This design comes from an exercise in tuning for small area and a short achievable clock period on the open sky130 flow, not from production work. Function was checked by simulation only, so behaviour that the tests miss may differ from the original.

==> flow/design.v, too long to show whole: its modules and the start of the top module <==
// module buck_cv_pi: 981 lines
// module fa_m: 4 lines
// module ha_m: 4 lines
module buck_cv_pi(clk_sample,rst,Vout_from_buck,Time_on);
  // ...
==> flow/flow/run.sh <==
#!/bin/bash
# Standard layout, except that the port buffers inserted before global
# placement use buf_2 cells instead of the default choice.
set -e
export BUFFER_PORTS_ARGS="-buffer_cell sky130_fd_sc_hd__buf_2"
bash standard.sh > standard.log 2>&1
==> flow/standard.sh <==
#!/bin/bash
# synth_recipe.tcl (not shown) runs the flow's synth.tcl, then flattens the netlist and writes it again
# the make line also repeats each setting of config.mk as NAME=value (left out here)
make -C /OpenROAD-flow-scripts/flow DESIGN_CONFIG=/design/flow/config.mk WORK_HOME=/design/flow/orfs CLKGATE_MAP_FILE= SYNTH_SCRIPT=/design/flow/synth_recipe.tcl "${@:-finish}"
==> flow/config.mk <==
export PLATFORM = sky130hd
export DESIGN_NAME = buck_cv_pi
export DESIGN_NICKNAME = buck_cv_pi
export VERILOG_FILES = /design/flow/design.v
export SDC_FILE = /design/flow/constraint.sdc
export NUM_CORES = 4
export LEC_CHECK = 0
export ABC_AREA = 1
export CAP_MARGIN = 20
export CORE_MARGIN = 2
export CORE_UTILIZATION = 50
export SLEW_MARGIN = 20
export SYNTH_HIERARCHICAL = 1
==> flow/constraint.sdc <==
create_clock -name core_clock -period 175.0 [get_ports {clk_sample}]
set_input_delay 35.0000 -clock core_clock [delete_from_list [all_inputs] [get_ports {clk_sample}]]
set_output_delay 35.0000 -clock core_clock [all_outputs]
set_load 0.01 [all_outputs]
==> flow_summary.html, run 1 <==
<table>
<tr><th>Metric</th><th>Value</th></tr>
<tr><th colspan="2">Global route</th></tr>
<tr><td>Number of antenna violations at the first check in global routing</td><td>0</td></tr>
<tr><td>Top Usage Layer GRT</td><td>met2</td></tr>
<tr><th colspan="2">Logic synthesis</th></tr>
<tr><td>Synthesized instance count</td><td>1300</td></tr>
<tr><td>Adder and majority gate portion of the synthesized area</td><td>0.429</td></tr>
<tr><td>Register bit total from synthesis</td><td>56</td></tr>
<tr><td>Post-Synth XOR/XNOR Area</td><td>0.0252</td></tr>
<tr><td>Sequential share of the synthesized area</td><td>0.111</td></tr>
<tr><td>Post-Syn Area per Cell</td><td>7.76 sq um</td></tr>
<tr><td>Synthesized-area fraction occupied by ao, oa, aoi and oai cells</td><td>0.111</td></tr>
<tr><th colspan="2">Routing</th></tr>
<tr><td>DRT iter0 DRCs</td><td>759</td></tr>
<tr><td>Uppermost layer routed</td><td>met4</td></tr>
<tr><td>WL/cell</td><td>17.4 microns</td></tr>
<tr><td>Total number of vias</td><td>8635</td></tr>
<tr><th colspan="2">Setup path</th></tr>
<tr><td>Total stage count of the critical path</td><td>38</td></tr>
<tr><td>Setup crit end kind</td><td>primary output</td></tr>
<tr><td>Critical Path Source Type</td><td>register</td></tr>
<tr><th colspan="2">Clock tree</th></tr>
<tr><td>Resize count post-CTS</td><td>0</td></tr>
<tr><td>Buffer count from post-CTS setup fixing</td><td>0</td></tr>
<tr><td>Insertion delay to the later sink of the worst-skew pair</td><td>300 ps</td></tr>
<tr><td>Cts hold-fix bufs</td><td>0</td></tr>
<tr><th colspan="2">Place</th></tr>
<tr><td>Standard cell area after detailed placement</td><td>10400 sq um</td></tr>
<tr><td>Sum of net half-perimeters after detailed placement</td><td>22.8 mm</td></tr>
<tr><th colspan="2">Timing</th></tr>
<tr><td>Max Freq</td><td>0.0221 GHz</td></tr>
<tr><td>Finish-stage setup viols</td><td>0</td></tr>
<tr><th colspan="2">Finish</th></tr>
<tr><td>Multi-input combinational cell count</td><td>951</td></tr>
<tr><td>Non-clock buffer count in the final layout</td><td>32</td></tr>
<tr><td>Multi-input gate area</td><td>7780 sq um</td></tr>
<tr><td>Fraction of layout instances using a drive strength above 1</td><td>0.0626</td></tr>
<tr><th colspan="2">Status</th></tr>
<tr><td>Status</td><td>finished clean</td></tr>
<tr><th colspan="2">Floorplan</th></tr>
<tr><td>Std-Cell Rows</td><td>51</td></tr>
<tr><td>Horizontal die dimension</td><td>146 microns</td></tr>
<tr><td>Core ar.</td><td>19700 sq um</td></tr>
<tr><th colspan="2">Min path</th></tr>
<tr><td>Hold Path Cell Cnt</td><td>4</td></tr>
</table>
==> inputs of run 2 (changes only) <==
--- a/flow/design.v
+++ b/flow/design.v
@@ -860,117 +860,128 @@
 wire gy32 = A[34] | ge32;
 wire ge33 = cc[32] ? gx32 : gy32;
 wire gx33 = A[35] & ge33;
 wire gy33 = A[35] | ge33;
 wire ge = cc[33] ? gx33 : gy33;
 wire g = hs[0] & ge;
 wire t = dm24 >= (g ? th1 : th0);
 wire n673, n674;
-fa_m un673(.a(~A[5]), .b(k30[0]), .c(rho[0]), .s(n673), .co(n674));
-wire n675, n676;
-fa_m un675(.a(~A[6]), .b(k30[1]), .c(rho[1]), .s(n675), .co(n676));
-wire n677, n678;
-fa_m un677(.a(n674), .b(n675), .c(g), .s(n677), .co(n678));
-wire n679, n680;
-fa_m un679(.a(~A[7]), .b(k30[2]), .c(rho[2]), .s(n679), .co(n680));
+ha_m un673(.a(A[9]), .b(A[5]), .s(n673), .co(n674));
+wire n675 = A[10] ^ A[6];
+wire n676 = A[10] | A[6];
+wire n677 = A[11] ^ A[7];
+wire n678 = A[11] | A[7];
+wire n679 = A[12] ^ A[8];
+wire n680 = A[12] | A[8];
 wire n681, n682;
-fa_m un681(.a(n676), .b(n679), .c(g), .s(n681), .co(n682));
+ha_m un681(.a(A[13]), .b(A[9]), .s(n681), .co(n682));
 wire n683, n684;
-fa_m un683(.a(~A[8]), .b(k30[3]), .c(rho[3]), .s(n683), .co(n684));
+ha_m un683(.a(~A[5]), .b(k30[8]), .s(n683), .co(n684));
 wire n685, n686;
-fa_m un685(.a(n680), .b(n683), .c(g), .s(n685), .co(n686));
+fa_m un685(.a(A[14]), .b(A[10]), .c(A[6]), .s(n685), .co(n686));
 wire n687, n688;
-ha_m un687(.a(A[9]), .b(A[5]), .s(n687), .co(n688));
+ha_m un687(.a(k30[9]), .b(rho[1]), .s(n687), .co(n688));
 wire n689, n690;
-fa_m un689(.a(~n687), .b(k30[4]), .c(rho[0]), .s(n689), .co(n690));
+fa_m un689(.a(~A[6]), .b(k30[1]), .c(rho[1]), .s(n689), .co(n690));
 wire n691, n692;
-fa_m un691(.a(n684), .b(n689), .c(g), .s(n691), .co(n692));
+fa_m un691(.a(~A[7]), .b(k30[2]), .c(rho[2]), .s(n691), .co(n692));
 wire n693, n694;
-fa_m un693(.a(A[10]), .b(A[6]), .c(n688), .s(n693), .co(n694));
+fa_m un693(.a(~A[8]), .b(k30[3]), .c(rho[3]), .s(n693), .co(n694));
 wire n695, n696;
-fa_m un695(.a(~n693), .b(k30[5]), .c(rho[1]), .s(n695), .co(n696));
+fa_m un695(.a(~n673), .b(k30[4]), .c(rho[0]), .s(n695), .co(n696));
 wire n697, n698;
-fa_m un697(.a(n690), .b(n695), .c(n692), .s(n697), .co(n698));
+fa_m un697(.a(~n674), .b(n675), .c(k30[5]), .s(n697), .co(n698));
 wire n699, n700;
-fa_m un699(.a(A[11]), .b(A[7]), .c(n694), .s(n699), .co(n700));
+fa_m un699(.a(~n676), .b(n677), .c(k30[6]), .s(n699), .co(n700));
 wire n701, n702;
-fa_m un701(.a(k30[6]), .b(~n699), .c(rho[2]), .s(n701), .co(n702));
+fa_m un701(.a(~n678), .b(n679), .c(k30[7]), .s(n701), .co(n702));
 wire n703, n704;
-fa_m un703(.a(n696), .b(n701), .c(n698), .s(n703), .co(n704));
+fa_m un703(.a(n680), .b(n681), .c(~n683), .s(n703), .co(n704));
 wire n705, n706;
-fa_m un705(.a(A[12]), .b(A[8]), .c(n700), .s(n705), .co(n706));
+fa_m un705(.a(n682), .b(n685), .c(~n684), .s(n705), .co(n706));
 wire n707, n708;
-fa_m un707(.a(k30[7]), .b(~n705), .c(rho[3]), .s(n707), .co(n708));
+ha_m un707(.a(A[5]), .b(k30[0]), .s(n707), .co(n708));
 wire n709, n710;
-fa_m un709(.a(n702), .b(n707), .c(n704), .s(n709), .co(n710));
+fa_m un709(.a(~A[5]), .b(n689), .c(g), .s(n709), .co(n710));
 wire n711, n712;
-ha_m un711(.a(A[13]), .b(A[9]), .s(n711), .co(n712));
+fa_m un711(.a(n690), .b(n691), .c(g), .s(n711), .co(n712));
 wire n713, n714;
-fa_m un713(.a(A[5]), .b(n711), .c(~k30[8]), .s(n713), .co(n714));
+fa_m un713(.a(n692), .b(n693), .c(g), .s(n713), .co(n714));
 wire n715, n716;
-fa_m un715(.a(n706), .b(n713), .c(~rho[0]), .s(n715), .co(n716));
+fa_m un715(.a(n694), .b(n695), .c(g), .s(n715), .co(n716));
 wire n717, n718;
-fa_m un717(.a(n708), .b(~n715), .c(n710), .s(n717), .co(n718));
+fa_m un717(.a(n697), .b(rho[1]), .c(n696), .s(n717), .co(n718));
 wire n719, n720;
-fa_m un719(.a(A[14]), .b(A[10]), .c(A[6]), .s(n719), .co(n720));
+fa_m un719(.a(n698), .b(n699), .c(rho[2]), .s(n719), .co(n720));
 wire n721, n722;
-fa_m un721(.a(n712), .b(n719), .c(~k30[9]), .s(n721), .co(n722));
+fa_m un721(.a(n700), .b(n701), .c(rho[3]), .s(n721), .co(n722));
 wire n723, n724;
-fa_m un723(.a(n714), .b(n721), .c(~rho[1]), .s(n723), .co(n724));
+fa_m un723(.a(n702), .b(~n703), .c(rho[0]), .s(n723), .co(n724));
 wire n725, n726;
-fa_m un725(.a(n716), .b(n723), .c(~n718), .s(n725), .co(n726));
+fa_m un725(.a(n704), .b(n705), .c(~n687), .s(n725), .co(n726));
 wire n727, n728;
-ha_m un727(.a(t), .b(n673), .s(n727), .co(n728));
+ha_m un727(.a(n707), .b(rho[0]), .s(n727), .co(n728));
 wire n729, n730;
-ha_m un729(.a(n678), .b(n681), .s(n729), .co(n730));
+ha_m un729(.a(n709), .b(n708), .s(n729), .co(n730));
 wire n731, n732;
-ha_m un731(.a(n682), .b(n685), .s(n731), .co(n732));
+ha_m un731(.a(n711), .b(n710), .s(n731), .co(n732));
 wire n733, n734;
-ha_m un733(.a(n686), .b(n691), .s(n733), .co(n734));
-wire n735 = n728 | (n727 & 1'b1);
-wire n736 = 1'b0 | (n677 & n735);
-wire n737 = n677 & n727;
-wire n738 = n732 | (n731 & n730);
-wire n739 = n731 & n729;
-wire n740 = 1'b0 | (n697 & n734);
-wire n741 = n697 & n733;
-wire n742 = 1'b0 | (n709 & 1'b0);
-wire n743 = n709 & n703;
-wire n744 = 1'b0 | (~n725 & 1'b0);
-wire n745 = ~n725 & n717;
-wire n746 = n738 | (n739 & n736);
-wire n747 = n739 & n737;
-wire n748 = n742 | (n743 & n740);
-wire n749 = n743 & n741;
-wire n750 = n748 | (n749 & n746);
-wire n751 = n749 & n747;
-wire n752 = n740 | (n741 & n746);
-wire n753 = n741 & n747;
-wire n754 = n744 | (n745 & n750);
-wire n755 = n745 & n751;
-wire n756 = n730 | (n729 & n736);
-wire n757 = n729 & n737;
-wire n758 = n734 | (n733 & n746);
-wire n759 = n733 & n747;
-wire n760 = 1'b0 | (n703 & n752);
-wire n761 = n703 & n753;
-wire n762 = 1'b0 | (n717 & n750);
-wire n763 = n717 & n751;
-wire n764 = n727 ^ 1'b1;
-wire n765 = n677 ^ n735;
-wire n766 = n729 ^ n736;
-wire n767 = n731 ^ n756;
-wire n768 = n733 ^ n746;
-wire n769 = n697 ^ n758;
-wire n770 = n703 ^ n752;
-wire n771 = n709 ^ n760;
-wire n772 = n717 ^ n750;
-wire n773 = ~n725 ^ n762;
-wire [9:0] T = {n773, n772, n771, n770, n769, n768, n767, n766, n765, n764};
+ha_m un733(.a(n713), .b(n712), .s(n733), .co(n734));
+wire n735, n736;
+ha_m un735(.a(n715), .b(n714), .s(n735), .co(n736));
+wire n737, n738;
+ha_m un737(.a(n717), .b(n716), .s(n737), .co(n738));
+wire n739, n740;
+ha_m un739(.a(n719), .b(n718), .s(n739), .co(n740));
+wire n741, n742;
+ha_m un741(.a(n721), .b(n720), .s(n741), .co(n742));
+wire n743, n744;
+ha_m un743(.a(n723), .b(n722), .s(n743), .co(n744));
+wire n745, n746;
+ha_m un745(.a(~n725), .b(n724), .s(n745), .co(n746));
+wire n747 = n730 | (n729 & n728);
+wire n748 = n729 & n727;
+wire n749 = n734 | (n733 & n732);
+wire n750 = n733 & n731;
+wire n751 = n738 | (n737 & n736);
+wire n752 = n737 & n735;
+wire n753 = n742 | (n741 & n740);
+wire n754 = n741 & n739;
+wire n755 = n746 | (n745 & n744);
+wire n756 = n745 & n743;
+wire n757 = n749 | (n750 & n747);
+wire n758 = n750 & n748;
+wire n759 = n753 | (n754 & n751);
+wire n760 = n754 & n752;
+wire n761 = n759 | (n760 & n757);
+wire n762 = n760 & n758;
+wire n763 = n751 | (n752 & n757);
+wire n764 = n752 & n758;
+wire n765 = n755 | (n756 & n761);
+wire n766 = n756 & n762;
+wire n767 = n732 | (n731 & n747);
+wire n768 = n731 & n748;
+wire n769 = n736 | (n735 & n757);
+wire n770 = n735 & n758;
+wire n771 = n740 | (n739 & n763);
+wire n772 = n739 & n764;
+wire n773 = n744 | (n743 & n761);
+wire n774 = n743 & n762;
+wire n775 = n727 ^ t;
+wire n776 = n729 ^ (n728 | (n727 & t));
+wire n777 = n731 ^ (n747 | (n748 & t));
+wire n778 = n733 ^ (n767 | (n768 & t));
+wire n779 = n735 ^ (n757 | (n758 & t));
+wire n780 = n737 ^ (n769 | (n770 & t));
+wire n781 = n739 ^ (n763 | (n764 & t));
+wire n782 = n741 ^ (n771 | (n772 & t));
+wire n783 = n743 ^ (n761 | (n762 & t));
+wire n784 = n745 ^ (n773 | (n774 & t));
+wire [9:0] T = {n784, n783, n782, n781, n780, n779, n778, n777, n776, n775};
 assign Time_on = rf ? 10'd200 : T;
 always @(posedge clk_sample) begin
   if (rst) begin
     A  <= 41'd0;
     vp <= 16'd2500;
     rf <= 1'b1;
   end else begin
     A  <= S;
==> flow_summary.html, run 2 <==
<table>
<tr><th>Metric</th><th>Value</th></tr>
<tr><th colspan="2">Clock tree</th></tr>
<tr><td>Total CTS buffers</td><td>5</td></tr>
<tr><td>Clock-pin slew reported for the worst setup and hold paths after clock tree synthesis</td><td>70 ps</td></tr>
<tr><td>Buffer count from post-CTS setup fixing</td><td>0 (unchanged)</td></tr>
<tr><td>Clock tree from TritonCTS</td><td>built</td></tr>
<tr><td># H-tree levels</td><td>2</td></tr>
<tr><td>Clock root cell</td><td>clkbuf_16</td></tr>
<tr><td>Insertion delay to the later sink of the worst-skew pair</td><td>300 ps (about the same)</td></tr>
<tr><td>Resize count post-CTS</td><td>0 (unchanged)</td></tr>
<tr><td>Cts hold-fix bufs</td><td>0 (unchanged)</td></tr>
<tr><td>Clk sinks</td><td>56</td></tr>
<tr><td>Max clock buf depth</td><td>2</td></tr>
<tr><th colspan="2">Logic synthesis</th></tr>
<tr><td>Async set or reset register ratio after synthesis</td><td>0</td></tr>
<tr><td>Largest cells by area after synthesis</td><td>fa_1 (27%), ha_1 (16%), dfxtp_1 (11%), inv_1 (9.5%), nand2_1 (7.2%)</td></tr>
<tr><td>Register bit total from synthesis</td><td>56 (unchanged)</td></tr>
<tr><td>Number of distinct library cells after synthesis</td><td>56</td></tr>
<tr><td>Ys flop type</td><td>dfxtp_1</td></tr>
<tr><td>Cell area after technology mapping</td><td>9960 sq um</td></tr>
<tr><td>Share of the synthesized area in the top cell type</td><td>0.269</td></tr>
<tr><td>EDFF count, synth</td><td>0</td></tr>
<tr><td>Post-Syn Area per Cell</td><td>7.69 sq um (-0.89%)</td></tr>
<tr><td>Sequential share of the synthesized area</td><td>0.113 (+0.00134)</td></tr>
<tr><td>Synthesized instance count</td><td>1296 (-0.31%)</td></tr>
<tr><td>Synth warn</td><td>7</td></tr>
<tr><td>Library cell with the largest summed area after synthesis</td><td>fa_1</td></tr>
<tr><td>Most common cell in the synthesized netlist</td><td>inv_1</td></tr>
<tr><td>Top cells by instance count after synthesis</td><td>inv_1 (251), nand2_1 (192), nor2_1 (168), fa_1 (134), ha_1 (129)</td></tr>
<tr><td>Mapped Nets</td><td>1577</td></tr>
<tr><th colspan="2">Floorplan</th></tr>
<tr><td>Initial core utilization</td><td>0.510</td></tr>
<tr><td>Horizontal die dimension</td><td>145 microns (-0.58%)</td></tr>
<tr><td>Number of top-level pins</td><td>28</td></tr>
<tr><td>Die outline area</td><td>21100 sq um</td></tr>
<tr><td>Std-Cell Rows</td><td>51 (unchanged)</td></tr>
<tr><td>Overall die height</td><td>145 microns</td></tr>
<tr><td>Core ar.</td><td>19500 sq um (-0.65%)</td></tr>
<tr><th colspan="2">Global route</th></tr>
<tr><td>Top Usage Layer GRT</td><td>met2</td></tr>
<tr><td>Vias in the first global route</td><td>8642</td></tr>
<tr><td>Number of antenna violations at the first check in global routing</td><td>0 (unchanged)</td></tr>
<tr><td>Total global-route track usage</td><td>0.265</td></tr>
<tr><td>Sum of overflow across all layers after global routing</td><td>0</td></tr>
<tr><td>Met1 usage</td><td>0.362</td></tr>
<tr><td>Global-route wire length before repair</td><td>44.8 mm</td></tr>
<tr><td>Largest net degree at the start of global routing</td><td>51</td></tr>
<tr><td>Met2 Use GR</td><td>0.454</td></tr>
<tr><td>Met3 track demand over resource in global routing</td><td>0.0252</td></tr>
<tr><th colspan="2">Setup path</th></tr>
<tr><td>Critical Path Source Type</td><td>register</td></tr>
<tr><td>Setup crit end kind</td><td>primary output</td></tr>
<tr><td>CP required</td><td>140000 ps</td></tr>
<tr><td>Crit path max fanout</td><td>21</td></tr>
<tr><td>Crit path top cell by count</td><td>nand2_1</td></tr>
<tr><td>Crit path kind</td><td>register to primary output</td></tr>
<tr><td>Slowest stage cell on the critical path</td><td>dfxtp_1</td></tr>
<tr><td>Delay contributed by the slowest stage of the critical path</td><td>680 ps</td></tr>
<tr><td>Arrival time reported for the critical path endpoint</td><td>9950 ps</td></tr>
<tr><th colspan="2">Timing</th></tr>
<tr><td>Final Hold Vio Count</td><td>0</td></tr>
<tr><td>Finish-stage setup viols</td><td>0 (unchanged)</td></tr>
<tr><td>Count of final max-slew check failures</td><td>0</td></tr>
<tr><td>Sum Neg Setup Slack</td><td>0 ps</td></tr>
<tr><td>Min Clock Period, post-route</td><td>44950 ps</td></tr>
<tr><td>Max Freq</td><td>0.0222 GHz (+0.54%)</td></tr>
<tr><td>Setup repair after global routing missed its margin</td><td>no</td></tr>
<tr><td>Part of the cycle the worst path needs</td><td>0.257</td></tr>
<tr><td>Transition time at the pin with the least slew margin</td><td>894 ps</td></tr>
<tr><td>Final setup margin</td><td>130050 ps</td></tr>
<tr><td>Worst Skew</td><td>6.41 ps</td></tr>
<tr><td>Worst slew margin</td><td>0.402</td></tr>
<tr><th colspan="2">Status</th></tr>
<tr><td>Status</td><td>finished clean</td></tr>
<tr><th colspan="2">Finish</th></tr>
<tr><td>Final standard cell count with taps included and fillers excluded</td><td>1574</td></tr>
<tr><td>Flip-flop count of the largest register, all copies and words added</td><td>39</td></tr>
<tr><td>Largest registers ranked by flip-flop count</td><td>A x39, vp x16, rf x1</td></tr>
<tr><td>Total Nets Final</td><td>1589</td></tr>
<tr><td>Count of inserted antenna diode cells</td><td>0</td></tr>
<tr><td>Fraction of layout instances using a drive strength above 1</td><td>0.0550 (-0.00759)</td></tr>
<tr><td>Highest-count cells in the layout ignoring fill and taps</td><td>inv_1 (251), nand2_1 (192), nor2_1 (168), fa_1 (134), ha_1 (129)</td></tr>
<tr><td>Relative area change from synthesis to final layout</td><td>5.34%</td></tr>
<tr><td>Total of fill cells in the finished design</td><td>1973</td></tr>
<tr><td>Register name with the most flops</td><td>A</td></tr>
<tr><td>Most common cell after layout, fill and taps aside</td><td>inv_1</td></tr>
<tr><th colspan="2">Min path</th></tr>
<tr><td>Path category of the worst min-delay check</td><td>register to register</td></tr>
<tr><th colspan="2">Routing</th></tr>
<tr><td>DRC violation count after routing</td><td>0</td></tr>
<tr><td>Antenna violation net count after detailed routing</td><td>0</td></tr>
<tr><td>Total number of vias</td><td>8586 (-0.57%)</td></tr>
<tr><td>WL/cell</td><td>17.3 microns (-0.82%)</td></tr>
<tr><td>Total iterations of the first detailed-routing run</td><td>6</td></tr>
<tr><td>Final Routed Wirelength</td><td>27.2 mm</td></tr>
<tr><td>Average via count per standard cell</td><td>5.45</td></tr>
<tr><td>DRT iter0 DRCs</td><td>739 (-2.6%)</td></tr>
<tr><th colspan="2">Flow run</th></tr>
<tr><td>Max-cap violations</td><td>0</td></tr>
<tr><th colspan="2">Place</th></tr>
<tr><td>Setup Slack @ Placement</td><td>130410 ps</td></tr>
<tr><td>Post-placement cell count</td><td>1566</td></tr>
<tr><td>Quantity of I/O buffers inserted on ports</td><td>27</td></tr>
<tr><td>Sum of net half-perimeters after detailed placement</td><td>22.6 mm (-1.3%)</td></tr>
<tr><td>Global placer's final weighted congestion</td><td>0.964</td></tr>
</table>
-- run 2: cell types whose count changed in the layout (fill, tap and decap cells not counted), moves of 6 or more --
| cell | before | now |
|---|---|---|
| fa_1 | 140 | 134 |
| ha_1 | 122 | 129 |
| nand2_1 | 205 | 192 |
| nand3_1 | 37 | 43 |
| nor3_1 | 16 | 23 |
| o21a_1 | 1 | 8 |
| o21ai_0 | 34 | 49 |
-- run 2: final timing paths --
check / start / to / slack [ps] / cells past startpoint
setup / recovery: A[36] / Time_on[9] / 130050 / 45
hold / removal: A[35] / A[35] / 760 / 4
setup reg to reg: A[36] / A[39] / 162230 / 53
hold reg to reg: A[35] / A[35] / 760 / 4
-- run 2: worst max-delay path, delay by kind of cell (launching register included) --
| kind | cells | cell delay [ps] |
|---|---|---|
| flops | 1 | 680 |
| simple gates | 14 | 2160 |
| buf+inv | 9 | 1300 |
| compound gates | 13 | 1920 |
| fa+ha+maj | 9 | 3540 |
-- run 2: per-layer routing --
metal,vias to the layer above,part of all wire
met5,-,0
met4,0,0.019
met3,44,0.060
met2,333,0.48
met1,4037,0.44
li1,4172,-
-- run 2: logic make-up after synthesis --
logic type / count (synthesis) / share of synthesized area
AND/OR/NAND/NOR: 469 / 0.199
buffers and inverters: 293 / 0.115
other: 1 / 0.000376
AO/OA/AOI/OAI: 185 / 0.117
XOR/XNOR: 29 / 0.0255
adder cells (fa/ha/maj): 263 / 0.431
flip-flops: 56 / 0.113
-- run 2: cell type report --
| type | count | area (sq um) | area share |
|---|---|---|---|
| multi-input cells | 947 | 7700 | 0.734 |
| flip-flops and latches | 56 | 1120 | 0.107 |
| inverters | 264 | 991 | 0.0944 |
| well taps | 265 | 332 | 0.0316 |
| repair buffers | 34 | 188 | 0.0179 |
| clock buffers | 6 | 129 | 0.0123 |
| clock inverters | 2 | 35.0 | 0.00334 |
-- run 2: stage by stage --
stage	area, sq um	util	hold WS, ps
2_1_floorplan	9960	-	687
3_3_place_gp	10300	0.529	742
3_5_place_dp	10300	0.529	748
4_1_cts	10500	0.537	764
5_1_grt	10500	0.537	851
6_report	10500	0.537	759
-- run 2: Yosys stat by module, one instance, submodules excluded --
| module | cell area [sq um] | copies in the design | flip-flops and latches |
|---|---|---|---|
| ha_m | 12.5 | 55 | 0 |
| fa_m | 20.0 | 129 | 0 |
| buck_cv_pi | 6690 | 1 | 56 |

re-timing with driven ports:
How much do the figures lean on ideal ports? The routed layouts below were timed once more, with nothing changed but the port constraints. Step 1, drivers: a clkbuf_16 drives clk_sample and a buf_2 each remaining input, both assumed. Step 2 moves the port delays by t, midway between the first and last clock arrival at a register: inputs arrive t later, outputs are due t later. That takes back most of the time a late clock gives input paths. a / b / c = no drivers / after step 1 / after step 2; a / b = the first two.
run	shift t [ns]	setup WS [ns]	worst register clock-pin slew, ns	worst data-port slew with drivers (ns)
run 1	0.343	129.809 / 129.762 / 130.105	0.08 / 0.08	0.03
run 2	0.340	130.054 / 130.013 / 130.353	0.08 / 0.08	0.03
After both steps every run listed still meets setup and hold.
